Background: an optimization exercise with open tools, aiming at small area and a short achievable clock period. Do not read the settings as production practice.
RTL that was checked went through simulation tests only; none was proved equivalent to the original.
No functional check of the RTL was part of runs 1 to 3.
Power and IR drop assume default switching activity.

==> flow/design.v (outline; a module is shown in full before it is edited, if it fits) <==
// module control: 15 lines
// module ieeesub_pre: 34 lines
// module ieeesub_post_far: 19 lines
// module ieeesub_post_near: 18 lines
// module as_add25: 188 lines
// module as_sub24: 181 lines
// module mul_tree: 928 lines
// module ieeemul_pre: 15 lines
// module ieeemul_post: 12 lines
// module mul_lo23: 170 lines
// module mul_hi25: 188 lines
// module ieeedivision: 13 lines
// module ieecomp: 17 lines
// module finalmux_pre: 27 lines
// module finalmux_post: 22 lines
// module FPU: 32 lines
module FPU(
    input clk,
    input [31:0] A,
    input [31:0] B,
    input [2:0] OPC,
    output [31:0] OUT,
    output AEB,
    output ALB,
    output AGB
    );
  // ...
==> flow/run.sh <==
#!/bin/bash
# synth_recipe.tcl (not shown) runs the flow's synth.tcl, then flattens the netlist and writes it again
# the make line also repeats each setting of config.mk as NAME=value (left out here)
make -C /OpenROAD-flow-scripts/flow DESIGN_CONFIG=/design/flow/config.mk WORK_HOME=/design/flow/orfs CLKGATE_MAP_FILE= SYNTH_SCRIPT=/design/flow/synth_recipe.tcl finish
==> flow/config.mk <==
export PLATFORM = sky130hd
export DESIGN_NAME = FPU
export DESIGN_NICKNAME = FPU
export VERILOG_FILES = /design/flow/design.v
export SDC_FILE = /design/flow/constraint.sdc
export NUM_CORES = 4
export LEC_CHECK = 0
export CAP_MARGIN = 20
export CORE_MARGIN = 2
export CORE_UTILIZATION = 40
export SETUP_SLACK_MARGIN = 4
export SLEW_MARGIN = 20
==> flow/constraint.sdc <==
create_clock -name core_clock -period 13.0 [get_ports {clk}]
set_input_delay 2.6000 -clock core_clock [delete_from_list [all_inputs] [get_ports {clk}]]
set_output_delay 2.6000 -clock core_clock [all_outputs]
set_load 0.01 [all_outputs]
==> notes.md, run 1 <==
- Slew margin rel.: 0.266
- Synth Area in Simple Gates: 0.160
- Critical-path top delay cell: a311oi_1
- Most common flop cell mapped by yosys: dfxtp_1
- Status: no timing/DRC/antenna violations
- CTS tree: built
- Sw Ratio: 0.592
- Hold Path Class: primary input to flip-flop
- Crit path top cell by count: o21ai_0
- Maximum vdd drop: 0.431 mV
- Sequential cell power: about 0.40 mW
- DP Wirelength: 89400 µm
- Diode count: 1
- First-pass GRT wire length: 181000 µm
- Initial antenna violation count: 4
- Synth Area in XOR/XNOR: 0.110
- Most frequent cells in the layout: 415 x nand2_1, 398 x inv_1, 351 x o21ai_0, 310 x xnor2_1, 276 x fa_1
- Average cell area after synthesis: 7.47 µm²
- NetSw: 3.74 mW
- Top flop regs: x1.q_st (60), x1.q_flg (3), x1.q_tag (2)
- Seq area share: 0.0426
- Worst Path Buf+Inv: 5
- Crit path depth: 25
- Synth warn: 4
- Top-area cell type share of the netlist area: 0.196
- Routed wl met2: 52000 µm
- Layout cells sized above 1: 0.0611
- GRT Total Usage: 0.326
- Num CTS Buffers: 9
- Top reg by flops: x1.q_st
- Post-cts sizing count: 9
- DR pass1 iterations: 8
==> run 2, diff against run 1 <==
--- a/flow/config.mk
+++ b/flow/config.mk
@@ -9,4 +9,3 @@
 export CORE_MARGIN = 2
 export CORE_UTILIZATION = 40
-export SETUP_SLACK_MARGIN = 4
 export SLEW_MARGIN = 20
==> run 2 against run 1 <==
Effect of this change: final cell count is 0.24% lower; fmax is 10% lower; sequential power hardly changed; largest power group unchanged.
==> notes.md, run 2 <==
- Largest net degree at the start of global routing: 51 (unchanged)
- Maximum vdd drop: 0.414 mV (was 0.431 mV)
- Critical path endpoint: x1.q_st[23]$_DFF_P_ (unchanged)
- Setup TNS: 0 ns (unchanged)
- Initial antenna violation count: 5 (was 4)
- First-pass GRT wire length: 180000 µm (was 181000 µm)
- Largest stage delay, worst path: 0.48 ns (was 0.56 ns)
- Top flop regs: x1.q_st (60), x1.q_flg (3), x1.q_tag (2) (unchanged)
- Via count: 29100 (about the same)
- Adder-cell area share of the yosys netlist: 0.308 (unchanged)
- CP Class: primary input to flip-flop (unchanged)
- Synth area leader: fa_1 (unchanged)
- WP data required: 13.26 ns (about the same)
- Area Overhead vs Synth: 7.67% (was 8.40%)
- Root Driver: clkbuf_16 (unchanged)
- Sequential area share after synthesis: 0.0462 (unchanged)
- Largest family of logic cells by synthesized area: adder cells (unchanged)
- CTS Buffer Depth: 2 (unchanged)
- Hold path depth: 3 (unchanged)
- CP startpoint kind: primary input (unchanged)
- Hold Path Class: primary input to flip-flop (unchanged)
- Dominant cells by area after synthesis: fa_1 20%, ha_1 11%, xnor2_1 9.6% (unchanged)
- Top-area cell type share of the netlist area: 0.196 (unchanged)
- Top reg by flops: x1.q_st (unchanged)
- Final nets: 4292 (was 4305)
- Average cell area after synthesis: 7.47 µm² (unchanged)
- Htree depth: 3 (unchanged)
- Synthesized flop and latch total: 65 (unchanged)
- Post-synthesis mux area share: 0.0475 (unchanged)
- Total of max-cap violations: 0 (unchanged)
- Worst Setup SP: B[17] (unchanged)
- CTS sink count: 65 (unchanged)
- Synth warn: 4 (unchanged)
- Critical-path top delay cell: o311ai_0 (was a311oi_1)
- Vias in the first global route: 27800 (was 27900)
- Minimum clock period: 9.92 ns (was 8.89 ns)
- Finish-stage setup viols: 0 (unchanged)
- Port bufs: 102 (unchanged)
- Crit share post-route: 0.763 (was 0.684)
- Layout cells sized above 1: 0.0551 (was 0.0611)
- GRT Total Usage: 0.325 (was 0.326)
- Synth Area in XOR/XNOR: 0.110 (unchanged)
- EDFF count, synth: 0 (unchanged)
- Mapped Area: 0.0282 mm² (unchanged)
- Routability cong.: 1.00 (unchanged)
- Post-route DRC: 0 (unchanged)
- Vias per cell: 6.27 (was 6.24)
- Most common cell after layout, fill and taps aside: nand2_1 (unchanged)
- Pwr dens: 207 mW/mm² (about the same)
- DR pass1 iterations: 7 (was 8)
- Overflow left after global routing: 0 (unchanged)
- Synth Area in Simple Gates: 0.160 (unchanged)
- Fmax: 101 MHz (was 113 MHz)
- Initial core utilization: 0.403 (unchanged)
- Total Die Area: 0.0726 mm² (unchanged)
- CTS tree: built (unchanged)
- CP max FO: 41 (was 27)
- Slew margin rel.: 0.244 (was 0.266)
- Post-CTS Repair Setup Buffers: 0 (was 1)
- WL final: 121000 µm (was 122000 µm)
- Post-synth ARST share: 0 (unchanged)
- WL/cell: 26.0 µm (was 26.2 µm)
- Cell variety after synth: 99 (unchanged)
- DP Wirelength: 89400 µm (unchanged)
- Worst Tran Pin Value: 1.12 ns (was 1.09 ns)
- Num CTS Buffers: 9 (unchanged)
- Die Y: 269 µm (unchanged)
- Most common flop cell mapped by yosys: dfxtp_1 (unchanged)
- Tot Pwr: 6.29 mW (was 6.32 mW)
- Count leader, synth: nand2_1 (unchanged)
- WP data arrival: 10.18 ns (was 9.15 ns)
- Compound-gate portion of the synthesized area: 0.235 (unchanged)
- Static Leak: 12.7 nW (was 12.8 nW)
- Clk slew on worst S/H paths: 0.06 ns (about the same)
- Rows: 97 (unchanged)
- Most frequent cells in the layout: 416 x nand2_1, 399 x inv_1, 352 x o21ai_0, 310 x xnor2_1, 276 x fa_1 (was 415 x nand2_1, 398 x inv_1, 351 x o21ai_0, 310 x xnor2_1, 276 x fa_1)
- Pins Over Slew Limit: 0 (unchanged)
- DRT iter0 DRCs: 3897 (was 3676)
- Synth cell count leaders: 416 x nand2_1, 399 x inv_1, 352 x o21ai_0 (unchanged)
- Core footprint: 0.0699 mm² (unchanged)
- Final hold vios: 0 (unchanged)
- IO Count: 103 (unchanged)
- Hold-fix buffers, CTS: 0 (unchanged)
- Post-route antenna net violation count: 0 (unchanged)
- Mapped Nets: 4363 (unchanged)
- RSZ-0062 raised after global routing: false (was true)
- Max FFs per register: 60 (unchanged)
- Status: no timing/DRC/antenna violations (unchanged)
- Cells after Synth: 3771 (unchanged)
- Crit. End Element: flip-flop (unchanged)
- Die width: 269 µm (unchanged)
- Post-cts sizing count: 0 (was 9)
run 2: cell count changes in the layout (fill, tap and decap cells not counted), sizes merged:
cell	change
buf	-10
clkinvlp	-1
diode	+2
inv	+1
nand2	-1
nor2	-2
run 2: layout make-up:
type,instances,area [µm²]
clock inverter,7,86.3
antenna,3,7.51
inverter,409,1540
fill,7263,39600
clock buffer,9,225
multi-input combinational,3023,24300
tap,940,1180
timing repair buffer,192,1690
sequential,65,1300
run 2: kinds of logic (layout without fill, tap and decap cells):
group           Yosys count  in the layout
flops                    65             65
xor+xnor                354            354
compound gates         1040           1040
mux                     122            122
fa+ha+maj               529            529
other cells               0              3
simple gates            978            978
buf+inv                 683            617
run 2: per-stage QoR:
| step | std cells | cell area, µm² | hold WS (ns) | utilization | worst slack, ns |
|---|---|---|---|---|---|
| floorplan | 3771 | 28200 | 2.74 | - | 4.54 |
| finish | 4648 | 30300 | 3.06 | 0.434 | 3.08 |
| global placement | 4629 | 30000 | 3.35 | 0.429 | 3.08 |
| global route | 4645 | 30300 | 3.09 | 0.434 | 2.56 |
| CTS | 4645 | 30300 | 3.06 | 0.434 | 3.34 |
| detailed placement | 4629 | 30000 | 3.35 | 0.430 | 2.99 |
run 2: how the worst min path moves through the flow:
stage | start | to
after global placement | x1.q_flg[0]$_DFF_P_ | AGB
after detailed placement | x1.q_flg[0]$_DFF_P_ | AGB
after floorplan | A[31] | x1.q_flg[1]$_DFF_P_
final | A[31] | x1.q_flg[1]$_DFF_P_
after CTS | A[31] | x1.q_flg[1]$_DFF_P_
after global routing | A[31] | x1.q_flg[1]$_DFF_P_
run 2: critical path, delay by kind of cell:
kind,cells,cell delay [ns]
AND/OR/NAND/NOR,8,2.24
adder cells (fa/ha/maj),3,0.97
buffers and inverters,4,1.40
AO/OA/AOI/OAI,9,2.77
XOR/XNOR,1,0.15
run 2: routing by layer:
metal  GRT usage  share of wire  routed length (µm)
met5           0        0.00011                  13
met4       0.183          0.069                8320
met3      0.0658           0.11               13700
met2       0.500           0.43               51800
met1       0.425           0.39               47200
run 2: power by group:
part	internal (mW)	switching (mW)	total, mW
clock network	0.152	0.104	0.257
logic	2.16	3.48	5.64
registers	0.255	0.140	0.395
total	2.57	3.72	6.29
==> run 3, diff against run 2 <==
--- a/flow/config.mk
+++ b/flow/config.mk
@@ -9,3 +9,4 @@
 export CORE_MARGIN = 2
 export CORE_UTILIZATION = 40
+export SETUP_SLACK_MARGIN = 5
 export SLEW_MARGIN = 20
==> run 3 against run 2 <==
Effect of this change: still clean; combinational power increased by 6.6%; power increased by 6.0%; sequential share of layout area decreased by 0.20 points; sequential power decreased by 2%; clock-buffer cell count increased by 1; synthesized cell count unchanged; fmax increased by 25%; final cell count increased by 1.9%; final area increased by 5.4%; critical path depth decreased by 4; via count increased by 2.4%; first-iteration DRC count decreased by 5.5%; critical endpoint is now x1.q_st[50]$_DFF_P_.
==> notes.md, run 3 <==
- Core footprint: 0.0699 mm² (unchanged)
- Gate power share: 0.901 (was 0.896)
- DP Wirelength: 90300 µm (was 89400 µm)
- Htree depth: 3 (unchanged)
- Initial core utilization: 0.403 (unchanged)
- WP data required: 13.19 ns (was 13.26 ns)
- Top reg by flops: x1.q_st (unchanged)
- Overflow left after global routing: 0 (unchanged)
- WL final: 127000 µm (was 121000 µm)
- Dominant cells by area after synthesis: fa_1 20%, ha_1 11%, xnor2_1 9.6% (unchanged)
- Vias in the first global route: 28700 (was 27800)
- Pwr dens: 208 mW/mm² (was 207 mW/mm²)
- P_int: 2.76 mW (was 2.57 mW)
- Place WS: 3.12 ns (was 2.99 ns)
- CP max FO: 13 (was 41)
- Mapped Nets: 4363 (unchanged)
- Count leader, synth: nand2_1 (unchanged)
- Die Y: 269 µm (unchanged)
- Start point of the worst hold path: B[25] (was A[31])
- Post-route antenna net violation count: 0 (unchanged)
- Top flop regs: x1.q_st (60), x1.q_flg (3), x1.q_tag (2) (unchanged)
- Sequential area share after synthesis: 0.0462 (unchanged)
- Hold endpoint: x1.q_st[50]$_DFF_P_ (was x1.q_flg[1]$_DFF_P_)
- Num CTS Buffers: 9 (unchanged)
- Setup TNS: 0 ns (unchanged)
- DR pass1 iterations: 7 (unchanged)
- Flop pwr share: 0.058 (was 0.063)
- IO Count: 103 (unchanged)
- Minimum clock period: 7.91 ns (was 9.92 ns)
- Status: no timing/DRC/antenna violations (unchanged)
- Layout cells sized above 1: 0.0994 (was 0.0551)
- Crit path top cell by count: fa_1
- Routability cong.: 1.01 (was 1.00)
- RSZ-0062 raised after global routing: true (was false)
- Largest delay share family, worst path: adder cells (was compound AO/OA/AOI/OAI gates)
- Hold Path Class: primary input to flip-flop (unchanged)
- Post-synth ARST share: 0 (unchanged)
- CP Class: primary input to flip-flop (unchanged)
- Synth cell count leaders: 416 x nand2_1, 399 x inv_1, 352 x o21ai_0 (unchanged)
- Largest net degree at the start of global routing: 52 (was 51)
- Crit-path cells: buf_2 -> inv_1 -> ha_4 -> a22oi_1 -> xnor2_1 -> ha_1 -> fa_1 -> inv_1 -> fa_1 -> fa_1 -> fa_1 -> inv_1 -> ha_1 -> a21oi_1 -> nor2b_1 -> o21ai_0 -> nand2b_1 -> a221oi_2 -> o21ai_4 -> a31oi_4 -> o22ai_1
- Most frequent cells in the layout: 415 x nand2_1, 383 x inv_1, 345 x o21ai_0, 310 x xnor2_1, 275 x fa_1 (was 416 x nand2_1, 399 x inv_1, 352 x o21ai_0, 310 x xnor2_1, 276 x fa_1)
- EDFF count, synth: 0 (unchanged)
- Hold path depth: 3 (unchanged)
- Finish-stage setup viols: 0 (unchanged)
- Worst hold slack: 2.80 ns (was 3.06 ns)
- Synthesized flop and latch total: 65 (unchanged)
- WL/cell: 26.8 µm (was 26.0 µm)
- Crit. End Element: flip-flop (unchanged)
- DRT iter0 DRCs: 3684 (was 3897)
- Final nets: 4378 (was 4292)
- Worst Path Buf+Inv: 4 (unchanged)
- Maximum vdd drop: 0.280 mV (was 0.414 mV)
- Synth area leader: fa_1 (unchanged)
- CTS Buffer Depth: 2 (unchanged)
- GRT Total Usage: 0.337 (was 0.325)
- Die width: 269 µm (unchanged)
- WP data arrival: 8.10 ns (was 10.18 ns)
- Total of max-cap violations: 0 (unchanged)
- Sw Ratio: 0.586 (was 0.592)
- Worst Tran Pin Value: 1.18 ns (was 1.12 ns)
- Pins Over Slew Limit: 0 (unchanged)
- Synth warn: 4 (unchanged)
- Top-area cell type share of the netlist area: 0.196 (unchanged)
- Average cell area after synthesis: 7.47 µm² (unchanged)
- Clock share of power: 0.041 (about the same)
- Static Leak: 13.4 nW (was 12.7 nW)
- Crit share post-route: 0.608 (was 0.763)
- Tot Pwr: 6.67 mW (was 6.29 mW)
- Cell variety after synth: 99 (unchanged)
- Clk slew on worst S/H paths: 0.06 ns (about the same)
- Port bufs: 102 (unchanged)
- Fmax: 126 MHz (was 101 MHz)
- First-pass GRT wire length: 187000 µm (was 180000 µm)
- CTS tree: built (unchanged)
- Vias per cell: 6.30 (was 6.27)
- Largest stage delay, worst path: 0.62 ns (was 0.48 ns)
- Max FFs per register: 60 (unchanged)
- Most common cell after layout, fill and taps aside: nand2_1 (unchanged)
- Area Overhead vs Synth: 13.5% (was 7.67%)
- Total Die Area: 0.0726 mm² (unchanged)
- Mapped Area: 0.0282 mm² (unchanged)
- Root Driver: clkbuf_16 (unchanged)
- Fill cell count: 7095 (was 7263)
- CTS sink count: 65 (unchanged)
- Rows: 97 (unchanged)
- Cells after Synth: 3771 (unchanged)
- Slew margin rel.: 0.210 (was 0.244)
- Post-route DRC: 0 (unchanged)
- NetSw: 3.90 mW (was 3.72 mW)
- Via count: 29800 (was 29100)
- Critical-path top delay cell: inv_1 (was o311ai_0)
- Most common flop cell mapped by yosys: dfxtp_1 (unchanged)
- Initial antenna violation count: 9 (was 5)
- CP startpoint kind: primary input (unchanged)
- Final hold vios: 0 (unchanged)
- Final setup margin: 5.09 ns (was 3.08 ns)
-- run 3: cell counts after synthesis --
No cell type changed its count.
-- run 3: repair_timing --
item                                   CTS  global route
endpoints found under the hold margin    0             0
setup buffers                           37            36
pin swaps                               15            12
gates cloned                             9             5
resized for setup                      129           125
hold buffers                             0             0
setup endpoints to repair               57            21
-- run 3: layout make-up --
| cell class | instances | area [µm²] | share of cell area |
|---|---|---|---|
| tap | 940 | 1180 | 0.0368 |
| clock buffer | 10 | 239 | 0.00747 |
| sequential | 65 | 1310 | 0.0409 |
| clock inverter | 6 | 91.3 | 0.00285 |
| inverter | 409 | 1600 | 0.0500 |
| multi-input combinational | 3029 | 24800 | 0.776 |
| timing repair buffer | 272 | 2720 | 0.0851 |
| antenna | 5 | 12.5 | 0.000391 |
-- run 3: kinds of logic (layout without fill, tap and decap cells) --
logic type | Yosys count | in the layout | share of synthesized area
AOI/OAI and AO/OA | 1040 | 1042 | 0.235
xor gates and xnor gates | 354 | 354 | 0.110
adders and majority gates | 529 | 529 | 0.308
buffers and inverters | 683 | 697 | 0.0930
DFF | 65 | 65 | 0.0462
muxes | 122 | 122 | 0.0475
other | 0 | 5 | 0
and+or+nand+nor | 978 | 982 | 0.160
-- run 3: worst max-delay path by stage --
stage / endpoint / cells past startpoint / slack [ns] / from
final: x1.q_st[50]$_DFF_P_ / 21 / 5.09 / B[1]
after global routing: x1.q_st[14]$_DFF_P_ / 30 / 4.95 / A[11]
after CTS: x1.q_st[23]$_DFF_P_ / 25 / 4.98 / B[8]
after detailed placement: x1.q_st[23]$_DFF_P_ / 23 / 3.12 / B[17]
after global placement: x1.q_st[23]$_DFF_P_ / 23 / 3.26 / B[17]
after floorplan: x1.q_st[23]$_DFF_P_ / 28 / 5.07 / B[17]
-- run 3: power groups by stage --
| stage | combinational [mW] | clock, mW | sequential, mW |
|---|---|---|---|
| 5_1_grt | 6.46 | 0.284 | 0.389 |
| 6_report | 6.01 | 0.274 | 0.386 |
| 2_1_floorplan | 3.36 | 0 | 0.316 |
| 3_3_place_gp | 5.41 | 0 | 0.384 |
| 3_5_place_dp | 5.45 | 0 | 0.383 |
| 4_1_cts | 5.61 | 0.275 | 0.380 |
-- run 3: routing by layer --
layer | wire length [µm] | up-vias | global-route usage | part of all wire
met4 | 8470 | 8 | 0.183 | 0.067
met5 | 45 | - | 0 | 0.00035
li1 | - | 13000 | - | -
met3 | 16000 | 475 | 0.0795 | 0.13
met2 | 53700 | 2134 | 0.513 | 0.42
met1 | 48600 | 14200 | 0.441 | 0.38
-- run 3: worst min-delay path: cells and delay by family --
family / cells / cell delay, ns
compound gates: 2 / 0.28
buf+inv: 1 / 0.22
-- run 3: through the flow --
step | utilization | cells | cell area, µm²
2_1_floorplan | - | 3771 | 28200
3_3_place_gp | 0.429 | 4627 | 30000
3_5_place_dp | 0.429 | 4627 | 30000
4_1_cts | 0.446 | 4689 | 31100
5_1_grt | 0.458 | 4731 | 32000
6_report | 0.458 | 4736 | 32000
==> module mul_lo23, before the edit <==
module mul_lo23(input [22:0] x, input [22:0] y, input ci, output [22:0] s, output co);
wire a_g0_0 = x[0] & y[0];
wire a_p0_0 = x[0] ^ y[0];
wire a_g1_1 = x[1] & y[1];
wire a_p1_1 = x[1] ^ y[1];
wire a_g2_2 = x[2] & y[2];
wire a_p2_2 = x[2] ^ y[2];
wire a_g3_3 = x[3] & y[3];
wire a_p3_3 = x[3] ^ y[3];
wire a_g4_4 = x[4] & y[4];
wire a_p4_4 = x[4] ^ y[4];
wire a_g5_5 = x[5] & y[5];
wire a_p5_5 = x[5] ^ y[5];
wire a_g6_6 = x[6] & y[6];
wire a_p6_6 = x[6] ^ y[6];
wire a_g7_7 = x[7] & y[7];
wire a_p7_7 = x[7] ^ y[7];
wire a_g8_8 = x[8] & y[8];
wire a_p8_8 = x[8] ^ y[8];
wire a_g9_9 = x[9] & y[9];
wire a_p9_9 = x[9] ^ y[9];
wire a_g10_10 = x[10] & y[10];
wire a_p10_10 = x[10] ^ y[10];
wire a_g11_11 = x[11] & y[11];
wire a_p11_11 = x[11] ^ y[11];
wire a_g12_12 = x[12] & y[12];
wire a_p12_12 = x[12] ^ y[12];
wire a_g13_13 = x[13] & y[13];
wire a_p13_13 = x[13] ^ y[13];
wire a_g14_14 = x[14] & y[14];
wire a_p14_14 = x[14] ^ y[14];
wire a_g15_15 = x[15] & y[15];
wire a_p15_15 = x[15] ^ y[15];
wire a_g16_16 = x[16] & y[16];
wire a_p16_16 = x[16] ^ y[16];
wire a_g17_17 = x[17] & y[17];
wire a_p17_17 = x[17] ^ y[17];
wire a_g18_18 = x[18] & y[18];
wire a_p18_18 = x[18] ^ y[18];
wire a_g19_19 = x[19] & y[19];
wire a_p19_19 = x[19] ^ y[19];
wire a_g20_20 = x[20] & y[20];
wire a_p20_20 = x[20] ^ y[20];
wire a_g21_21 = x[21] & y[21];
wire a_p21_21 = x[21] ^ y[21];
wire a_g22_22 = x[22] & y[22];
wire a_p22_22 = x[22] ^ y[22];
wire a_g0c = a_g0_0 | (a_p0_0 & ci);
wire a_G1 = a_g1_1 | (a_p1_1 & a_g0c);
wire a_P1 = a_p1_1 & a_p0_0;
wire a_G2 = a_g3_3 | (a_p3_3 & a_g2_2);
wire a_P2 = a_p3_3 & a_p2_2;
wire a_G3 = a_g5_5 | (a_p5_5 & a_g4_4);
wire a_P3 = a_p5_5 & a_p4_4;
wire a_G4 = a_g7_7 | (a_p7_7 & a_g6_6);
wire a_P4 = a_p7_7 & a_p6_6;
wire a_G5 = a_g9_9 | (a_p9_9 & a_g8_8);
wire a_P5 = a_p9_9 & a_p8_8;
wire a_G6 = a_g11_11 | (a_p11_11 & a_g10_10);
wire a_P6 = a_p11_11 & a_p10_10;
wire a_G7 = a_g13_13 | (a_p13_13 & a_g12_12);
wire a_P7 = a_p13_13 & a_p12_12;
wire a_G8 = a_g15_15 | (a_p15_15 & a_g14_14);
wire a_P8 = a_p15_15 & a_p14_14;
wire a_G9 = a_g17_17 | (a_p17_17 & a_g16_16);
wire a_P9 = a_p17_17 & a_p16_16;
wire a_G10 = a_g19_19 | (a_p19_19 & a_g18_18);
wire a_P10 = a_p19_19 & a_p18_18;
wire a_G11 = a_g21_21 | (a_p21_21 & a_g20_20);
wire a_P11 = a_p21_21 & a_p20_20;
wire a_G12 = a_g2_2 | (a_p2_2 & a_G1);
wire a_P12 = a_p2_2 & a_P1;
wire a_G13 = a_G2 | (a_P2 & a_G1);
wire a_P13 = a_P2 & a_P1;
wire a_G14 = a_g6_6 | (a_p6_6 & a_G3);
wire a_P14 = a_p6_6 & a_P3;
wire a_G15 = a_G4 | (a_P4 & a_G3);
wire a_P15 = a_P4 & a_P3;
wire a_G16 = a_g10_10 | (a_p10_10 & a_G5);
wire a_P16 = a_p10_10 & a_P5;
wire a_G17 = a_G6 | (a_P6 & a_G5);
wire a_P17 = a_P6 & a_P5;
wire a_G18 = a_g14_14 | (a_p14_14 & a_G7);
wire a_P18 = a_p14_14 & a_P7;
wire a_G19 = a_G8 | (a_P8 & a_G7);
wire a_P19 = a_P8 & a_P7;
wire a_G20 = a_g18_18 | (a_p18_18 & a_G9);
wire a_P20 = a_p18_18 & a_P9;
wire a_G21 = a_G10 | (a_P10 & a_G9);
wire a_P21 = a_P10 & a_P9;
wire a_G22 = a_g22_22 | (a_p22_22 & a_G11);
wire a_P22 = a_p22_22 & a_P11;
wire a_G23 = a_g4_4 | (a_p4_4 & a_G13);
wire a_P23 = a_p4_4 & a_P13;
wire a_G24 = a_G3 | (a_P3 & a_G13);
wire a_P24 = a_P3 & a_P13;
wire a_G25 = a_G14 | (a_P14 & a_G13);
wire a_P25 = a_P14 & a_P13;
wire a_G26 = a_G15 | (a_P15 & a_G13);
wire a_P26 = a_P15 & a_P13;
wire a_G27 = a_g12_12 | (a_p12_12 & a_G17);
wire a_P27 = a_p12_12 & a_P17;
wire a_G28 = a_G7 | (a_P7 & a_G17);
wire a_P28 = a_P7 & a_P17;
wire a_G29 = a_G18 | (a_P18 & a_G17);
wire a_P29 = a_P18 & a_P17;
wire a_G30 = a_G19 | (a_P19 & a_G17);
wire a_P30 = a_P19 & a_P17;
wire a_G31 = a_g20_20 | (a_p20_20 & a_G21);
wire a_P31 = a_p20_20 & a_P21;
wire a_G32 = a_G11 | (a_P11 & a_G21);
wire a_P32 = a_P11 & a_P21;
wire a_G33 = a_G22 | (a_P22 & a_G21);
wire a_P33 = a_P22 & a_P21;
wire a_G34 = a_g8_8 | (a_p8_8 & a_G26);
wire a_P34 = a_p8_8 & a_P26;
wire a_G35 = a_G5 | (a_P5 & a_G26);
wire a_P35 = a_P5 & a_P26;
wire a_G36 = a_G16 | (a_P16 & a_G26);
wire a_P36 = a_P16 & a_P26;
wire a_G37 = a_G17 | (a_P17 & a_G26);
wire a_P37 = a_P17 & a_P26;
wire a_G38 = a_G27 | (a_P27 & a_G26);
wire a_P38 = a_P27 & a_P26;
wire a_G39 = a_G28 | (a_P28 & a_G26);
wire a_P39 = a_P28 & a_P26;
wire a_G40 = a_G29 | (a_P29 & a_G26);
wire a_P40 = a_P29 & a_P26;
wire a_G41 = a_G30 | (a_P30 & a_G26);
wire a_P41 = a_P30 & a_P26;
wire a_G42 = a_g16_16 | (a_p16_16 & a_G41);
wire a_P42 = a_p16_16 & a_P41;
wire a_G43 = a_G9 | (a_P9 & a_G41);
wire a_P43 = a_P9 & a_P41;
wire a_G44 = a_G20 | (a_P20 & a_G41);
wire a_P44 = a_P20 & a_P41;
wire a_G45 = a_G21 | (a_P21 & a_G41);
wire a_P45 = a_P21 & a_P41;
wire a_G46 = a_G31 | (a_P31 & a_G41);
wire a_P46 = a_P31 & a_P41;
wire a_G47 = a_G32 | (a_P32 & a_G41);
wire a_P47 = a_P32 & a_P41;
wire a_G48 = a_G33 | (a_P33 & a_G41);
wire a_P48 = a_P33 & a_P41;
wire a_s0 = a_p0_0 ^ ci;
wire a_s1 = a_p1_1 ^ a_g0c;
wire a_s2 = a_p2_2 ^ a_G1;
wire a_s3 = a_p3_3 ^ a_G12;
wire a_s4 = a_p4_4 ^ a_G13;
wire a_s5 = a_p5_5 ^ a_G23;
wire a_s6 = a_p6_6 ^ a_G24;
wire a_s7 = a_p7_7 ^ a_G25;
wire a_s8 = a_p8_8 ^ a_G26;
wire a_s9 = a_p9_9 ^ a_G34;
wire a_s10 = a_p10_10 ^ a_G35;
wire a_s11 = a_p11_11 ^ a_G36;
wire a_s12 = a_p12_12 ^ a_G37;
wire a_s13 = a_p13_13 ^ a_G38;
wire a_s14 = a_p14_14 ^ a_G39;
wire a_s15 = a_p15_15 ^ a_G40;
wire a_s16 = a_p16_16 ^ a_G41;
wire a_s17 = a_p17_17 ^ a_G42;
wire a_s18 = a_p18_18 ^ a_G43;
wire a_s19 = a_p19_19 ^ a_G44;
wire a_s20 = a_p20_20 ^ a_G45;
wire a_s21 = a_p21_21 ^ a_G46;
wire a_s22 = a_p22_22 ^ a_G47;
assign s = {a_s22, a_s21, a_s20, a_s19, a_s18, a_s17, a_s16, a_s15, a_s14, a_s13, a_s12, a_s11, a_s10, a_s9, a_s8, a_s7, a_s6, a_s5, a_s4, a_s3, a_s2, a_s1, a_s0};
assign co = a_G48;
endmodule
==> module ieeedivision, before the edit <==
module ieeedivision(
    input [31:0] A,
    input [31:0] B,
    output [31:0] out
    );
wire [23:0] a = {1'b1, A[22:0]};
wire [25:0] a3 = {2'b00, a} + {1'b0, a, 1'b0};
wire q2 = B[22:0] > 23'd2796202;    
wire q4 = B[22:0] == 23'd0;
wire [22:0] m = q2 ? a[23:1] : (q4 ? a[22:0] : a3[24:2]);
wire [7:0] e = A[30:23] - B[30:23] + 8'd127;
assign out = {A[31] ^ B[31], e, m};
endmodule
==> run 4, diff against run 3 <==
--- a/flow/design.v
+++ b/flow/design.v
@@ -1479,103 +1479,81 @@
 wire a_G11 = a_g21_21 | (a_p21_21 & a_g20_20);
 wire a_P11 = a_p21_21 & a_p20_20;
-wire a_G12 = a_g2_2 | (a_p2_2 & a_G1);
-wire a_P12 = a_p2_2 & a_P1;
-wire a_G13 = a_G2 | (a_P2 & a_G1);
-wire a_P13 = a_P2 & a_P1;
-wire a_G14 = a_g6_6 | (a_p6_6 & a_G3);
-wire a_P14 = a_p6_6 & a_P3;
-wire a_G15 = a_G4 | (a_P4 & a_G3);
-wire a_P15 = a_P4 & a_P3;
-wire a_G16 = a_g10_10 | (a_p10_10 & a_G5);
-wire a_P16 = a_p10_10 & a_P5;
-wire a_G17 = a_G6 | (a_P6 & a_G5);
-wire a_P17 = a_P6 & a_P5;
-wire a_G18 = a_g14_14 | (a_p14_14 & a_G7);
-wire a_P18 = a_p14_14 & a_P7;
-wire a_G19 = a_G8 | (a_P8 & a_G7);
-wire a_P19 = a_P8 & a_P7;
-wire a_G20 = a_g18_18 | (a_p18_18 & a_G9);
-wire a_P20 = a_p18_18 & a_P9;
-wire a_G21 = a_G10 | (a_P10 & a_G9);
-wire a_P21 = a_P10 & a_P9;
-wire a_G22 = a_g22_22 | (a_p22_22 & a_G11);
-wire a_P22 = a_p22_22 & a_P11;
-wire a_G23 = a_g4_4 | (a_p4_4 & a_G13);
-wire a_P23 = a_p4_4 & a_P13;
-wire a_G24 = a_G3 | (a_P3 & a_G13);
-wire a_P24 = a_P3 & a_P13;
-wire a_G25 = a_G14 | (a_P14 & a_G13);
-wire a_P25 = a_P14 & a_P13;
-wire a_G26 = a_G15 | (a_P15 & a_G13);
-wire a_P26 = a_P15 & a_P13;
-wire a_G27 = a_g12_12 | (a_p12_12 & a_G17);
-wire a_P27 = a_p12_12 & a_P17;
-wire a_G28 = a_G7 | (a_P7 & a_G17);
-wire a_P28 = a_P7 & a_P17;
-wire a_G29 = a_G18 | (a_P18 & a_G17);
-wire a_P29 = a_P18 & a_P17;
-wire a_G30 = a_G19 | (a_P19 & a_G17);
-wire a_P30 = a_P19 & a_P17;
-wire a_G31 = a_g20_20 | (a_p20_20 & a_G21);
-wire a_P31 = a_p20_20 & a_P21;
-wire a_G32 = a_G11 | (a_P11 & a_G21);
-wire a_P32 = a_P11 & a_P21;
-wire a_G33 = a_G22 | (a_P22 & a_G21);
-wire a_P33 = a_P22 & a_P21;
-wire a_G34 = a_g8_8 | (a_p8_8 & a_G26);
-wire a_P34 = a_p8_8 & a_P26;
-wire a_G35 = a_G5 | (a_P5 & a_G26);
-wire a_P35 = a_P5 & a_P26;
-wire a_G36 = a_G16 | (a_P16 & a_G26);
-wire a_P36 = a_P16 & a_P26;
-wire a_G37 = a_G17 | (a_P17 & a_G26);
-wire a_P37 = a_P17 & a_P26;
-wire a_G38 = a_G27 | (a_P27 & a_G26);
-wire a_P38 = a_P27 & a_P26;
-wire a_G39 = a_G28 | (a_P28 & a_G26);
-wire a_P39 = a_P28 & a_P26;
-wire a_G40 = a_G29 | (a_P29 & a_G26);
-wire a_P40 = a_P29 & a_P26;
-wire a_G41 = a_G30 | (a_P30 & a_G26);
-wire a_P41 = a_P30 & a_P26;
-wire a_G42 = a_g16_16 | (a_p16_16 & a_G41);
-wire a_P42 = a_p16_16 & a_P41;
-wire a_G43 = a_G9 | (a_P9 & a_G41);
-wire a_P43 = a_P9 & a_P41;
-wire a_G44 = a_G20 | (a_P20 & a_G41);
-wire a_P44 = a_P20 & a_P41;
-wire a_G45 = a_G21 | (a_P21 & a_G41);
-wire a_P45 = a_P21 & a_P41;
-wire a_G46 = a_G31 | (a_P31 & a_G41);
-wire a_P46 = a_P31 & a_P41;
-wire a_G47 = a_G32 | (a_P32 & a_G41);
-wire a_P47 = a_P32 & a_P41;
-wire a_G48 = a_G33 | (a_P33 & a_G41);
-wire a_P48 = a_P33 & a_P41;
+wire a_G12 = a_G2 | (a_P2 & a_G1);
+wire a_P12 = a_P2 & a_P1;
+wire a_G13 = a_G4 | (a_P4 & a_G3);
+wire a_P13 = a_P4 & a_P3;
+wire a_G14 = a_G6 | (a_P6 & a_G5);
+wire a_P14 = a_P6 & a_P5;
+wire a_G15 = a_G8 | (a_P8 & a_G7);
+wire a_P15 = a_P8 & a_P7;
+wire a_G16 = a_G10 | (a_P10 & a_G9);
+wire a_P16 = a_P10 & a_P9;
+wire a_G17 = a_G13 | (a_P13 & a_G12);
+wire a_P17 = a_P13 & a_P12;
+wire a_G18 = a_G15 | (a_P15 & a_G14);
+wire a_P18 = a_P15 & a_P14;
+wire a_G19 = a_G18 | (a_P18 & a_G17);
+wire a_P19 = a_P18 & a_P17;
+wire a_G20 = a_G14 | (a_P14 & a_G17);
+wire a_P20 = a_P14 & a_P17;
+wire a_G21 = a_G16 | (a_P16 & a_G19);
+wire a_P21 = a_P16 & a_P19;
+wire a_G22 = a_G3 | (a_P3 & a_G12);
+wire a_P22 = a_P3 & a_P12;
+wire a_G23 = a_G5 | (a_P5 & a_G17);
+wire a_P23 = a_P5 & a_P17;
+wire a_G24 = a_G7 | (a_P7 & a_G20);
+wire a_P24 = a_P7 & a_P20;
+wire a_G25 = a_G9 | (a_P9 & a_G19);
+wire a_P25 = a_P9 & a_P19;
+wire a_G26 = a_G11 | (a_P11 & a_G21);
+wire a_P26 = a_P11 & a_P21;
+wire a_G27 = a_g2_2 | (a_p2_2 & a_G1);
+wire a_P27 = a_p2_2 & a_P1;
+wire a_G28 = a_g4_4 | (a_p4_4 & a_G12);
+wire a_P28 = a_p4_4 & a_P12;
+wire a_G29 = a_g6_6 | (a_p6_6 & a_G22);
+wire a_P29 = a_p6_6 & a_P22;
+wire a_G30 = a_g8_8 | (a_p8_8 & a_G17);
+wire a_P30 = a_p8_8 & a_P17;
+wire a_G31 = a_g10_10 | (a_p10_10 & a_G23);
+wire a_P31 = a_p10_10 & a_P23;
+wire a_G32 = a_g12_12 | (a_p12_12 & a_G20);
+wire a_P32 = a_p12_12 & a_P20;
+wire a_G33 = a_g14_14 | (a_p14_14 & a_G24);
+wire a_P33 = a_p14_14 & a_P24;
+wire a_G34 = a_g16_16 | (a_p16_16 & a_G19);
+wire a_P34 = a_p16_16 & a_P19;
+wire a_G35 = a_g18_18 | (a_p18_18 & a_G25);
+wire a_P35 = a_p18_18 & a_P25;
+wire a_G36 = a_g20_20 | (a_p20_20 & a_G21);
+wire a_P36 = a_p20_20 & a_P21;
+wire a_G37 = a_g22_22 | (a_p22_22 & a_G26);
+wire a_P37 = a_p22_22 & a_P26;
 wire a_s0 = a_p0_0 ^ ci;
 wire a_s1 = a_p1_1 ^ a_g0c;
 wire a_s2 = a_p2_2 ^ a_G1;
-wire a_s3 = a_p3_3 ^ a_G12;
-wire a_s4 = a_p4_4 ^ a_G13;
-wire a_s5 = a_p5_5 ^ a_G23;
-wire a_s6 = a_p6_6 ^ a_G24;
-wire a_s7 = a_p7_7 ^ a_G25;
-wire a_s8 = a_p8_8 ^ a_G26;
-wire a_s9 = a_p9_9 ^ a_G34;
-wire a_s10 = a_p10_10 ^ a_G35;
-wire a_s11 = a_p11_11 ^ a_G36;
-wire a_s12 = a_p12_12 ^ a_G37;
-wire a_s13 = a_p13_13 ^ a_G38;
-wire a_s14 = a_p14_14 ^ a_G39;
-wire a_s15 = a_p15_15 ^ a_G40;
-wire a_s16 = a_p16_16 ^ a_G41;
-wire a_s17 = a_p17_17 ^ a_G42;
-wire a_s18 = a_p18_18 ^ a_G43;
-wire a_s19 = a_p19_19 ^ a_G44;
-wire a_s20 = a_p20_20 ^ a_G45;
-wire a_s21 = a_p21_21 ^ a_G46;
-wire a_s22 = a_p22_22 ^ a_G47;
+wire a_s3 = a_p3_3 ^ a_G27;
+wire a_s4 = a_p4_4 ^ a_G12;
+wire a_s5 = a_p5_5 ^ a_G28;
+wire a_s6 = a_p6_6 ^ a_G22;
+wire a_s7 = a_p7_7 ^ a_G29;
+wire a_s8 = a_p8_8 ^ a_G17;
+wire a_s9 = a_p9_9 ^ a_G30;
+wire a_s10 = a_p10_10 ^ a_G23;
+wire a_s11 = a_p11_11 ^ a_G31;
+wire a_s12 = a_p12_12 ^ a_G20;
+wire a_s13 = a_p13_13 ^ a_G32;
+wire a_s14 = a_p14_14 ^ a_G24;
+wire a_s15 = a_p15_15 ^ a_G33;
+wire a_s16 = a_p16_16 ^ a_G19;
+wire a_s17 = a_p17_17 ^ a_G34;
+wire a_s18 = a_p18_18 ^ a_G25;
+wire a_s19 = a_p19_19 ^ a_G35;
+wire a_s20 = a_p20_20 ^ a_G21;
+wire a_s21 = a_p21_21 ^ a_G36;
+wire a_s22 = a_p22_22 ^ a_G26;
 assign s = {a_s22, a_s21, a_s20, a_s19, a_s18, a_s17, a_s16, a_s15, a_s14, a_s13, a_s12, a_s11, a_s10, a_s9, a_s8, a_s7, a_s6, a_s5, a_s4, a_s3, a_s2, a_s1, a_s0};
-assign co = a_G48;
+assign co = a_G37;
 endmodule
 module mul_hi25(input [24:0] x, input [24:0] y, input ci, output [24:0] s, output co);
@@ -1773,5 +1751,7 @@
     );
 wire [23:0] a = {1'b1, A[22:0]};
-wire [25:0] a3 = {2'b00, a} + {1'b0, a, 1'b0};
+wire [24:0] a3;
+wire a3_co;
+div_add25 ad({1'b0, a}, {a, 1'b0}, 1'b0, a3, a3_co);
 wire q2 = B[22:0] > 23'd2796202;    
 wire q4 = B[22:0] == 23'd0;
@@ -1780,4 +1760,168 @@
 assign out = {A[31] ^ B[31], e, m};
 endmodule
+module div_add25(input [24:0] x, input [24:0] y, input ci, output [24:0] s, output co);
+wire a_g0_0 = x[0] & y[0];
+wire a_p0_0 = x[0] ^ y[0];
+wire a_g1_1 = x[1] & y[1];
+wire a_p1_1 = x[1] ^ y[1];
+wire a_g2_2 = x[2] & y[2];
+wire a_p2_2 = x[2] ^ y[2];
+wire a_g3_3 = x[3] & y[3];
+wire a_p3_3 = x[3] ^ y[3];
+wire a_g4_4 = x[4] & y[4];
+wire a_p4_4 = x[4] ^ y[4];
+wire a_g5_5 = x[5] & y[5];
+wire a_p5_5 = x[5] ^ y[5];
+wire a_g6_6 = x[6] & y[6];
+wire a_p6_6 = x[6] ^ y[6];
+wire a_g7_7 = x[7] & y[7];
+wire a_p7_7 = x[7] ^ y[7];
+wire a_g8_8 = x[8] & y[8];
+wire a_p8_8 = x[8] ^ y[8];
+wire a_g9_9 = x[9] & y[9];
+wire a_p9_9 = x[9] ^ y[9];
+wire a_g10_10 = x[10] & y[10];
+wire a_p10_10 = x[10] ^ y[10];
+wire a_g11_11 = x[11] & y[11];
+wire a_p11_11 = x[11] ^ y[11];
+wire a_g12_12 = x[12] & y[12];
+wire a_p12_12 = x[12] ^ y[12];
+wire a_g13_13 = x[13] & y[13];
+wire a_p13_13 = x[13] ^ y[13];
+wire a_g14_14 = x[14] & y[14];
+wire a_p14_14 = x[14] ^ y[14];
+wire a_g15_15 = x[15] & y[15];
+wire a_p15_15 = x[15] ^ y[15];
+wire a_g16_16 = x[16] & y[16];
+wire a_p16_16 = x[16] ^ y[16];
+wire a_g17_17 = x[17] & y[17];
+wire a_p17_17 = x[17] ^ y[17];
+wire a_g18_18 = x[18] & y[18];
+wire a_p18_18 = x[18] ^ y[18];
+wire a_g19_19 = x[19] & y[19];
+wire a_p19_19 = x[19] ^ y[19];
+wire a_g20_20 = x[20] & y[20];
+wire a_p20_20 = x[20] ^ y[20];
+wire a_g21_21 = x[21] & y[21];
+wire a_p21_21 = x[21] ^ y[21];
+wire a_g22_22 = x[22] & y[22];
+wire a_p22_22 = x[22] ^ y[22];
+wire a_g23_23 = x[23] & y[23];
+wire a_p23_23 = x[23] ^ y[23];
+wire a_g24_24 = x[24] & y[24];
+wire a_p24_24 = x[24] ^ y[24];
+wire a_g0c = a_g0_0 | (a_p0_0 & ci);
+wire a_G1 = a_g1_1 | (a_p1_1 & a_g0c);
+wire a_P1 = a_p1_1 & a_p0_0;
+wire a_G2 = a_g3_3 | (a_p3_3 & a_g2_2);
+wire a_P2 = a_p3_3 & a_p2_2;
+wire a_G3 = a_g5_5 | (a_p5_5 & a_g4_4);
+wire a_P3 = a_p5_5 & a_p4_4;
+wire a_G4 = a_g7_7 | (a_p7_7 & a_g6_6);
+wire a_P4 = a_p7_7 & a_p6_6;
+wire a_G5 = a_g9_9 | (a_p9_9 & a_g8_8);
+wire a_P5 = a_p9_9 & a_p8_8;
+wire a_G6 = a_g11_11 | (a_p11_11 & a_g10_10);
+wire a_P6 = a_p11_11 & a_p10_10;
+wire a_G7 = a_g13_13 | (a_p13_13 & a_g12_12);
+wire a_P7 = a_p13_13 & a_p12_12;
+wire a_G8 = a_g15_15 | (a_p15_15 & a_g14_14);
+wire a_P8 = a_p15_15 & a_p14_14;
+wire a_G9 = a_g17_17 | (a_p17_17 & a_g16_16);
+wire a_P9 = a_p17_17 & a_p16_16;
+wire a_G10 = a_g19_19 | (a_p19_19 & a_g18_18);
+wire a_P10 = a_p19_19 & a_p18_18;
+wire a_G11 = a_g21_21 | (a_p21_21 & a_g20_20);
+wire a_P11 = a_p21_21 & a_p20_20;
+wire a_G12 = a_g23_23 | (a_p23_23 & a_g22_22);
+wire a_P12 = a_p23_23 & a_p22_22;
+wire a_G13 = a_G2 | (a_P2 & a_G1);
+wire a_P13 = a_P2 & a_P1;
+wire a_G14 = a_G4 | (a_P4 & a_G3);
+wire a_P14 = a_P4 & a_P3;
+wire a_G15 = a_G6 | (a_P6 & a_G5);
+wire a_P15 = a_P6 & a_P5;
+wire a_G16 = a_G8 | (a_P8 & a_G7);
+wire a_P16 = a_P8 & a_P7;
+wire a_G17 = a_G10 | (a_P10 & a_G9);
+wire a_P17 = a_P10 & a_P9;
+wire a_G18 = a_G12 | (a_P12 & a_G11);
+wire a_P18 = a_P12 & a_P11;
+wire a_G19 = a_G14 | (a_P14 & a_G13);
+wire a_P19 = a_P14 & a_P13;
+wire a_G20 = a_G16 | (a_P16 & a_G15);
+wire a_P20 = a_P16 & a_P15;
+wire a_G21 = a_G18 | (a_P18 & a_G17);
+wire a_P21 = a_P18 & a_P17;
+wire a_G22 = a_G20 | (a_P20 & a_G19);
+wire a_P22 = a_P20 & a_P19;
+wire a_G23 = a_G21 | (a_P21 & a_G22);
+wire a_P23 = a_P21 & a_P22;
+wire a_G24 = a_G15 | (a_P15 & a_G19);
+wire a_P24 = a_P15 & a_P19;
+wire a_G25 = a_G17 | (a_P17 & a_G22);
+wire a_P25 = a_P17 & a_P22;
+wire a_G26 = a_G3 | (a_P3 & a_G13);
+wire a_P26 = a_P3 & a_P13;
+wire a_G27 = a_G5 | (a_P5 & a_G19);
+wire a_P27 = a_P5 & a_P19;
+wire a_G28 = a_G7 | (a_P7 & a_G24);
+wire a_P28 = a_P7 & a_P24;
+wire a_G29 = a_G9 | (a_P9 & a_G22);
+wire a_P29 = a_P9 & a_P22;
+wire a_G30 = a_G11 | (a_P11 & a_G25);
+wire a_P30 = a_P11 & a_P25;
+wire a_G31 = a_g2_2 | (a_p2_2 & a_G1);
+wire a_P31 = a_p2_2 & a_P1;
+wire a_G32 = a_g4_4 | (a_p4_4 & a_G13);
+wire a_P32 = a_p4_4 & a_P13;
+wire a_G33 = a_g6_6 | (a_p6_6 & a_G26);
+wire a_P33 = a_p6_6 & a_P26;
+wire a_G34 = a_g8_8 | (a_p8_8 & a_G19);
+wire a_P34 = a_p8_8 & a_P19;
+wire a_G35 = a_g10_10 | (a_p10_10 & a_G27);
+wire a_P35 = a_p10_10 & a_P27;
+wire a_G36 = a_g12_12 | (a_p12_12 & a_G24);
+wire a_P36 = a_p12_12 & a_P24;
+wire a_G37 = a_g14_14 | (a_p14_14 & a_G28);
+wire a_P37 = a_p14_14 & a_P28;
+wire a_G38 = a_g16_16 | (a_p16_16 & a_G22);
+wire a_P38 = a_p16_16 & a_P22;
+wire a_G39 = a_g18_18 | (a_p18_18 & a_G29);
+wire a_P39 = a_p18_18 & a_P29;
+wire a_G40 = a_g20_20 | (a_p20_20 & a_G25);
+wire a_P40 = a_p20_20 & a_P25;
+wire a_G41 = a_g22_22 | (a_p22_22 & a_G30);
+wire a_P41 = a_p22_22 & a_P30;
+wire a_G42 = a_g24_24 | (a_p24_24 & a_G23);
+wire a_P42 = a_p24_24 & a_P23;
+wire a_s0 = a_p0_0 ^ ci;
+wire a_s1 = a_p1_1 ^ a_g0c;
+wire a_s2 = a_p2_2 ^ a_G1;
+wire a_s3 = a_p3_3 ^ a_G31;
+wire a_s4 = a_p4_4 ^ a_G13;
+wire a_s5 = a_p5_5 ^ a_G32;
+wire a_s6 = a_p6_6 ^ a_G26;
+wire a_s7 = a_p7_7 ^ a_G33;
+wire a_s8 = a_p8_8 ^ a_G19;
+wire a_s9 = a_p9_9 ^ a_G34;
+wire a_s10 = a_p10_10 ^ a_G27;
+wire a_s11 = a_p11_11 ^ a_G35;
+wire a_s12 = a_p12_12 ^ a_G24;
+wire a_s13 = a_p13_13 ^ a_G36;
+wire a_s14 = a_p14_14 ^ a_G28;
+wire a_s15 = a_p15_15 ^ a_G37;
+wire a_s16 = a_p16_16 ^ a_G22;
+wire a_s17 = a_p17_17 ^ a_G38;
+wire a_s18 = a_p18_18 ^ a_G29;
+wire a_s19 = a_p19_19 ^ a_G39;
+wire a_s20 = a_p20_20 ^ a_G25;
+wire a_s21 = a_p21_21 ^ a_G40;
+wire a_s22 = a_p22_22 ^ a_G30;
+wire a_s23 = a_p23_23 ^ a_G41;
+wire a_s24 = a_p24_24 ^ a_G23;
+assign s = {a_s24, a_s23, a_s22, a_s21, a_s20, a_s19, a_s18, a_s17, a_s16, a_s15, a_s14, a_s13, a_s12, a_s11, a_s10, a_s9, a_s8, a_s7, a_s6, a_s5, a_s4, a_s3, a_s2, a_s1, a_s0};
+assign co = a_G42;
+endmodule
 module ieecomp(
     input [31:0] A,
==> flow/flow/run.sh (new file) <==
#!/bin/bash
set -euo pipefail
bash standard.sh SETUP_SLACK_MARGIN=7 finish > layout.log 2>&1
==> flow/standard.sh (new file) <==
#!/bin/bash
# synth_recipe.tcl (not shown) runs the flow's synth.tcl, then flattens the netlist and writes it again
# the make line also repeats each setting of config.mk as NAME=value (left out here)
make -C /OpenROAD-flow-scripts/flow DESIGN_CONFIG=/design/flow/config.mk WORK_HOME=/design/flow/orfs CLKGATE_MAP_FILE= SYNTH_SCRIPT=/design/flow/synth_recipe.tcl "${@:-finish}"
removed: flow/run.sh
==> run 4 against run 3 <==
Effect of this change: power is 5.3% higher; sequential power rose by 4%; non-clock buffer count grew 184; routed wire length grew 2.9%; via count is 2.1% lower; worst hold slack lost 0.089 ns; global-route usage increased by 2.8 points; largest cell class unchanged; largest power group unchanged.
==> notes.md, run 4 <==
- Status: no timing/DRC/antenna violations (unchanged)
- Synthesized flop and latch total: 65 (unchanged)
- Most common flop cell mapped by yosys: dfxtp_1 (unchanged)
- CP max FO: 7 (was 13)
- Port bufs: 102 (unchanged)
- Rows: 95 (was 97)
- Final hold vios: 0 (unchanged)
- Pins Over Slew Limit: 0 (unchanged)
- Compound-gate portion of the synthesized area: 0.204 (was 0.235)
- Crit share post-route: 0.576 (was 0.608)
- Total of max-cap violations: 0 (unchanged)
- Root Driver: clkbuf_16 (unchanged)
- Top Metal Used: met5 (unchanged)
- Die width: 265 µm (was 269 µm)
- Placed inst area: 0.0295 mm² (was 0.0300 mm²)
- Initial antenna violation count: 5 (was 9)
- Dominant cells by area after synthesis: fa_1 21%, ha_1 11%, xnor2_1 10% (was fa_1 20%, ha_1 11%, xnor2_1 9.6%)
- Hold-fix buffers, CTS: 0 (unchanged)
- Top flop regs: x1.q_st (60), x1.q_flg (3), x1.q_tag (2) (unchanged)
- Top-area cell type share of the netlist area: 0.211 (was 0.196)
- Count leader, synth: inv_1 (was nand2_1)
- Mapped Area: 0.0272 mm² (was 0.0282 mm²)
- Routed wl met2: 56800 µm (was 53700 µm)
- CP Class: primary input to flip-flop (unchanged)
- Pwr dens: 200 mW/mm² (was 208 mW/mm²)
- Post-route DRC: 0 (unchanged)
- Post-layout util: 0.524 (was 0.458)
- Vias in the first global route: 28800 (was 28700)
- First-pass GRT wire length: 190000 µm (was 187000 µm)
- Minimum clock period: 7.49 ns (was 7.91 ns)
- RSZ-0062 raised after global routing: true (unchanged)
- Fmax: 134 MHz (was 126 MHz)
- Adder-cell area share of the yosys netlist: 0.328 (was 0.308)
- Post-route antenna net violation count: 0 (unchanged)
- Area Overhead vs Synth: 29.5% (was 13.5%)
- Num CTS Buffers: 9 (unchanged)
- Clk slew on worst S/H paths: 0.06 ns (about the same)
- Seq. cell area: 0.00134 mm² (was 0.00131 mm²)
- Hold path depth: 3 (unchanged)
- Layout cells sized above 1: 0.243 (was 0.0994)
- Largest family of logic cells by synthesized area: adder cells (unchanged)
- CTS sink count: 65 (unchanged)
- WP data arrival: 7.70 ns (was 8.10 ns)
- Via count: 29200 (was 29800)
- Routability cong.: 1.00 (was 1.01)
- Maximum vdd drop: 0.412 mV (was 0.280 mV)
- Synth warn: 4 (unchanged)
- Met3 wire len: 14900 µm (was 16000 µm)
- CTS Buffer Depth: 2 (unchanged)
- WL final: 130000 µm (was 127000 µm)
- Initial core utilization: 0.404 (was 0.403)
- Worst Tran Pin Value: 1.20 ns (was 1.18 ns)
- Synth area leader: fa_1 (unchanged)
- Synth Area in Simple Gates: 0.138 (was 0.160)
- WP data required: 13.22 ns (was 13.19 ns)
- Die Y: 265 µm (was 269 µm)
- Sequential area share after synthesis: 0.0479 (was 0.0462)
- Static Leak: 15.3 nW (was 13.4 nW)
- Setup TNS: 0 ns (unchanged)
- Final nets: 4390 (was 4378)
- Multi-input gate area: 0.0252 mm² (was 0.0248 mm²)
- Most frequent cells in the layout: 393 x nand2_1, 366 x inv_1, 302 x xnor2_1, 261 x o21ai_0, 222 x buf_4 (was 415 x nand2_1, 383 x inv_1, 345 x o21ai_0, 310 x xnor2_1, 275 x fa_1)
- IO Count: 103 (unchanged)
- Htree depth: 3 (unchanged)
- WL/cell: 27.9 µm (was 26.8 µm)
- DR pass1 iterations: 7 (unchanged)
- DP Wirelength: 82100 µm (was 90300 µm)
- EDFF count, synth: 0 (unchanged)
- Average cell area after synthesis: 7.63 µm² (was 7.47 µm²)
- Post-synthesis mux area share: 0.0710 (was 0.0475)
- CTS tree: built (unchanged)
- Fill cell count: 6306 (was 7095)
- Synth Area in XOR/XNOR: 0.116 (was 0.110)
- Post-route cell area: 0.0352 mm² (was 0.0320 mm²)
- Total Die Area: 0.0700 mm² (was 0.0726 mm²)
- CP startpoint kind: primary input (unchanged)
- Cell variety after synth: 90 (was 99)
- Largest net degree at the start of global routing: 51 (was 52)
- Max FFs per register: 60 (unchanged)
- Post-synth ARST share: 0 (unchanged)
- Finish-stage setup viols: 0 (unchanged)
- Vias per cell: 6.26 (was 6.30)
- Synth cell count leaders: 426 x inv_1, 413 x nand2_1, 341 x o21ai_0 (was 416 x nand2_1, 399 x inv_1, 352 x o21ai_0)
- Core footprint: 0.0672 mm² (was 0.0699 mm²)
- Top reg by flops: x1.q_st (unchanged)
- Most common cell after layout, fill and taps aside: nand2_1 (unchanged)
- Tot Pwr: 7.02 mW (was 6.67 mW)
- Slew margin rel.: 0.202 (was 0.210)
- Overflow left after global routing: 0 (unchanged)
- Mapped Nets: 4160 (was 4363)
- GRT Total Usage: 0.365 (was 0.337)
- Metal-1 WL: 46000 µm (was 48600 µm)
- Cells after Synth: 3558 (was 3771)
- DRT iter0 DRCs: 3579 (was 3684)
- Crit. End Element: flip-flop (unchanged)
- Hold Path Class: primary input to flip-flop (unchanged)
## run 4: changes by cell type after synthesis, sizes merged, moves of 11 or more
cell | before | now
mux4 | 7 | 23
inv | 407 | 434
nor4 | 32 | 21
nor3 | 93 | 48
and2 | 25 | 10
nand3 | 76 | 55
mux2i | 91 | 121
o211ai | 58 | 40
a31oi | 21 | 5
clkbuf | 217 | 191
a211oi | 54 | 21
o31ai | 20 | 8
## run 4: final timing paths
kind	start	to	slack (ns)
worst max-delay path	B[18]	x1.q_st[23]$_DFF_P_	5.51
worst min-delay path	B[29]	x1.q_st[54]$_DFF_P_	2.71
## run 4: through the flow
| stage | setup WS (ns) | std cells | hold slack, ns |
|---|---|---|---|
| 2_1_floorplan | 5.34 | 3558 | 2.70 |
| 3_3_place_gp | 3.74 | 4377 | 3.34 |
| 3_5_place_dp | 3.69 | 4377 | 3.35 |
| 4_1_cts | 5.55 | 4614 | 2.69 |
| 5_1_grt | 5.36 | 4667 | 2.70 |
| 6_report | 5.51 | 4672 | 2.71 |
## run 4: area by class of cell
class	instances	share of cell area
timing repair inverter	1	0.000320
tap	873	0.0311
clock buffer	10	0.00680
clock inverter	6	0.00256
sequential	65	0.0380
inverter	439	0.0529
multi-input combinational	2816	0.718
antenna	6	0.000427
timing repair buffer	456	0.150
## run 4: cells by family after synthesis
group	count (synthesis)
buffers and inverters	682
AO/OA/AOI/OAI	901
XOR/XNOR	359
AND/OR/NAND/NOR	849
multiplexers	161
flip-flops	65
adder cells (fa/ha/maj)	541
## run 4: per-layer routing
layer | GRT usage | up-vias
met3 | 0.0837 | 712
li1 | - | 12500
met2 | 0.569 | 2121
met1 | 0.434 | 13900
met5 | 0 | -
met4 | 0.288 | 2
## run 4: critical path, stage by stage
cell and delay [ns]:
buf_4 0.16, inv_4 0.07, ha_4 0.27, buf_4 0.10, nand2_1 0.04, o21ai_0 0.51
nor4_2 0.07, o211ai_1 0.24, buf_4 0.21, nand3_4 0.08, buf_6 0.14, a21oi_4 0.18
ha_4 0.15, inv_2 0.03, fa_2 0.38, a211oi_4 0.33, o21ai_4 0.11, a2111oi_4 0.49
o311ai_2 0.14, a31oi_1 0.20, nor2b_1 0.10, o21ai_2 0.18, a21boi_2 0.09, o21a_1 0.19
or4_4 0.48, nand3_2 0.09, o21ai_2 0.05
## run 4: report_power, final
group          switching, mW  internal [mW]
clock network         0.0904          0.174
logic                   3.73           2.62
registers              0.138          0.264
## run 4: what timing repair did
item / in CTS / in global routing
gates cloned: 43 / 1
endpoints found under the setup margin: 90 / 81
buffers inserted: 178 / 50
resized for setup: 850 / 180
pin swaps: 127 / 118
==> run 5, diff against run 4 <==
==> flow/run.sh (new file) <==
#!/bin/bash
# synth_recipe.tcl (not shown) runs the flow's synth.tcl, then flattens the netlist and writes it again
# the make line also repeats each setting of config.mk as NAME=value (left out here)
make -C /OpenROAD-flow-scripts/flow DESIGN_CONFIG=/design/flow/config.mk WORK_HOME=/design/flow/orfs CLKGATE_MAP_FILE= SYNTH_SCRIPT=/design/flow/synth_recipe.tcl finish
removed: flow/flow/run.sh
removed: flow/standard.sh
==> run 5 against run 4 <==
Effect of this change: die area unchanged; non-clock buffer count decreased by 208; setup slack got worse by 0.72 ns; highest routed layer unchanged; critical path type unchanged.
==> notes.md, run 5 <==
- Largest stage delay, worst path: 0.52 ns (was 0.51 ns)
- WL final: 119000 µm (was 130000 µm)
- CP startpoint kind: primary input (unchanged)
- Via count: 27300 (was 29200)
- IO Count: 103 (unchanged)
- Adder-cell area share of the yosys netlist: 0.328 (unchanged)
- EDFF count, synth: 0 (unchanged)
- Sequential area share after synthesis: 0.0479 (unchanged)
- Tot Pwr: 6.33 mW (was 7.02 mW)
- RSZ-0062 raised after global routing: true (unchanged)
- Static Leak: 13.5 nW (was 15.3 nW)
- Critical-path top delay cell: dlygate4sd2_1 (was o21ai_0)
- Most frequent cells in the layout: 415 x inv_1, 412 x nand2_1, 332 x o21ai_0, 310 x xnor2_1, 283 x fa_1 (was 393 x nand2_1, 366 x inv_1, 302 x xnor2_1, 261 x o21ai_0, 222 x buf_4)
- Minimum clock period: 8.21 ns (was 7.49 ns)
- Routability cong.: 1.01 (was 1.00)
- Synth warn: 4 (unchanged)
- Most common flop cell mapped by yosys: dfxtp_1 (unchanged)
- Post-route DRC: 0 (unchanged)
- Post-synth ARST share: 0 (unchanged)
- Post-layout util: 0.455 (was 0.524)
- WP data arrival: 8.44 ns (was 7.70 ns)
- Layout cells sized above 1: 0.0882 (was 0.243)
- DRT iter0 DRCs: 3659 (was 3579)
- Crit share post-route: 0.632 (was 0.576)
- Initial core utilization: 0.404 (unchanged)
- Synth Area in Simple Gates: 0.138 (unchanged)
- Fmax: 122 MHz (was 134 MHz)
- Die width: 265 µm (unchanged)
- Cells after Synth: 3558 (unchanged)
- DR pass1 iterations: 6 (was 7)
- Maximum vdd drop: 0.283 mV (was 0.412 mV)
- Final hold vios: 0 (unchanged)
- Final nets: 4178 (was 4390)
- Synth Area in XOR/XNOR: 0.116 (unchanged)
- GRT Total Usage: 0.333 (was 0.365)
- Place WS: 3.08 ns (was 3.69 ns)
- Most common cell after layout, fill and taps aside: inv_1 (was nand2_1)
- Finish-stage setup viols: 0 (unchanged)
- CTS sink count: 65 (unchanged)
- Area Overhead vs Synth: 12.6% (was 29.5%)
- Vias per cell: 6.13 (was 6.26)
- Rows: 95 (unchanged)
- Post-route cell area: 0.0306 mm² (was 0.0352 mm²)
- Count leader, synth: inv_1 (unchanged)
- Mapped Nets: 4160 (unchanged)
- Top-area cell type share of the netlist area: 0.211 (unchanged)
- Largest family of logic cells by synthesized area: adder cells (unchanged)
- Hold Path Class: primary input to flip-flop (unchanged)
- CTS Buffer Depth: 2 (unchanged)
- Setup TNS: 0 ns (unchanged)
- Worst Tran Pin Value: 1.04 ns (was 1.20 ns)
- Synthesized flop and latch total: 65 (unchanged)
- Initial antenna violation count: 4 (was 5)
- Port bufs: 102 (unchanged)
- Max FFs per register: 60 (unchanged)
- Slew margin rel.: 0.290 (was 0.202)
- Mapped Area: 0.0272 mm² (unchanged)
- Clk slew on worst S/H paths: 0.06 ns (about the same)
- Synth cell count leaders: 426 x inv_1, 413 x nand2_1, 341 x o21ai_0 (unchanged)
- Worst hold slack: 2.79 ns (was 2.71 ns)
- Crit path top cell by count: o21ai_2 (was buf_4)
- Total of max-cap violations: 0 (unchanged)
- Core footprint: 0.0672 mm² (unchanged)
- CP Class: primary input to flip-flop (unchanged)
- Root Driver: clkbuf_16 (unchanged)
- Top flop regs: x1.q_st (60), x1.q_flg (3), x1.q_tag (2) (unchanged)
- WL/cell: 26.7 µm (was 27.9 µm)
- First-pass GRT wire length: 176000 µm (was 190000 µm)
- Crit-path cells: dlygate4sd2_1 -> inv_1 -> ha_1 -> a21oi_1 -> o21ai_0 -> a221oi_1 -> o211ai_1 -> nand3_4 -> buf_4 -> mux2_2 -> fa_2 -> a211oi_2 -> o21ai_2 -> a2111oi_4 -> o311ai_2 -> a31oi_1 -> nor2b_1 -> o21ai_1 -> a21boi_1 -> o21a_1 -> or4_1 -> nand3_1 -> o21ai_2
- Placed inst area: 0.0290 mm² (was 0.0295 mm²)
- Status: no timing/DRC/antenna violations (unchanged)
- Dominant cells by area after synthesis: fa_1 21%, ha_1 11%, xnor2_1 10% (unchanged)
- Synth area leader: fa_1 (unchanged)
- Total Die Area: 0.0700 mm² (unchanged)
- Fin cells: 4457 (was 4672)
- Overflow left after global routing: 0 (unchanged)
- Cell variety after synth: 90 (unchanged)
- Average cell area after synthesis: 7.63 µm² (unchanged)
- Pins Over Slew Limit: 0 (unchanged)
- Htree depth: 3 (unchanged)
- Inst Count DP: 4384 (was 4377)
- Die Y: 265 µm (unchanged)
- WP data required: 13.23 ns (was 13.22 ns)
- Top reg by flops: x1.q_st (unchanged)
- Compound-gate portion of the synthesized area: 0.204 (unchanged)
- Post-synthesis mux area share: 0.0710 (unchanged)
- Vias in the first global route: 26800 (was 28800)
- CTS tree: built (unchanged)
- Final setup margin: 4.79 ns (was 5.51 ns)
- Largest net degree at the start of global routing: 51 (unchanged)
- CP max FO: 7 (unchanged)
- Post-route antenna net violation count: 0 (unchanged)
- Pwr dens: 207 mW/mm² (was 200 mW/mm²)
- Num CTS Buffers: 9 (unchanged)
- Crit. End Element: flip-flop (unchanged)
- DP Wirelength: 84600 µm (was 82100 µm)
run 5: cell counts after synthesis:
No cell type changed its count.
run 5: logic make-up after synthesis:
family,count (synthesis)
buffers and inverters,682
DFF,65
AOI/OAI and AO/OA,901
and+or+nand+nor,849
muxes,161
adders and majority gates,541
xor gates and xnor gates,359
run 5: worst max-delay path: cells and delay by family:
kind	cells	cell delay, ns
AOI/OAI and AO/OA	13	2.78
adders and majority gates	2	0.80
buffers and inverters	3	1.00
muxes	1	0.37
and+or+nand+nor	4	0.87
run 5: path summary, 6_finish.rpt:
kind / start / endpoint / slack, ns / depth (start not counted)
worst min-delay path: B[29] / x1.q_st[54]$_DFF_P_ / 2.79 / 3
worst max-delay path: B[8] / x1.q_st[23]$_DFF_P_ / 4.79 / 23
run 5: where the power goes:
part,switching [mW],internal (mW),leakage (nW)
sequential,0.141,0.260,0.541
combinational,3.48,2.20,12.8
clock,0.101,0.150,0.147
total,3.72,2.61,13.5
run 5: area by class of cell:
type,instances,area [µm²]
Fill cell,6726,36600
Multi-Input combinational cell,2813,23600
Timing Repair Buffer,248,2530
Inverter,439,1700
Sequential cell,65,1310
Tap cell,873,1090
Clock buffer,9,225
Clock inverter,7,77.6
Antenna cell,3,7.51
run 5: layer usage:
metal  part of all wire  track usage  vias up  routed length (µm)
li1                   -            -    12000                   -
met1               0.39        0.431    13000               46000
met2               0.43        0.511     1805               50700
met3               0.11       0.0711      447               13600
met4              0.073        0.199        6                8700
met5            0.00032            0        -                  38
run 5: what timing repair did:
item	in CTS	in global routing
pin swaps	9	13
hold buffers	0	0
gates resized for setup	109	92
cloned	9	4
setup endpoints to repair	59	27
buffers inserted	21	20

==> port drivers added, routing unchanged <==
The flow's constraints put no driver on any port. The routed layouts listed below were extracted and timed again, unchanged, in two steps. Step 1 assumes that a clkbuf_16 drives the clock port and a buf_2 every other input. Step 2, shift: input delay + t, output delay - t, t = (earliest + latest rising clock arrival at the registers) / 2. This alone moves slack from input paths to output paths. Three values: no drivers, after step 1, after step 2; two values: the first two.
run	t, ns	slack for setup (ns)	worst hold slack (ns)	worst setup path at the end	slew at the worst register clock pin (ns)
run 1	0.394	4.112 / 4.129 / 3.736	3.073 / 3.048 / 3.372	input to register	0.06 / 0.06
run 2	0.388	3.080 / 3.096 / 2.708	3.063 / 3.040 / 3.370	input to register	0.06 / 0.06
run 3	0.385	5.093 / 5.123 / 4.738	2.801 / 2.773 / 3.158	input to register	0.06 / 0.06
run 4	0.369	5.513 / 5.407 / 5.038	2.712 / 2.696 / 3.065	input to register	0.06 / 0.06
run 5	0.389	4.790 / 4.797 / 4.409	2.788 / 2.768 / 3.157	input to register	0.07 / 0.07
After both steps setup and hold are still met in every run listed. The setup slack of run 4, which loses most, moves by -0.106 ns with the drivers and by -0.475 ns with both steps.
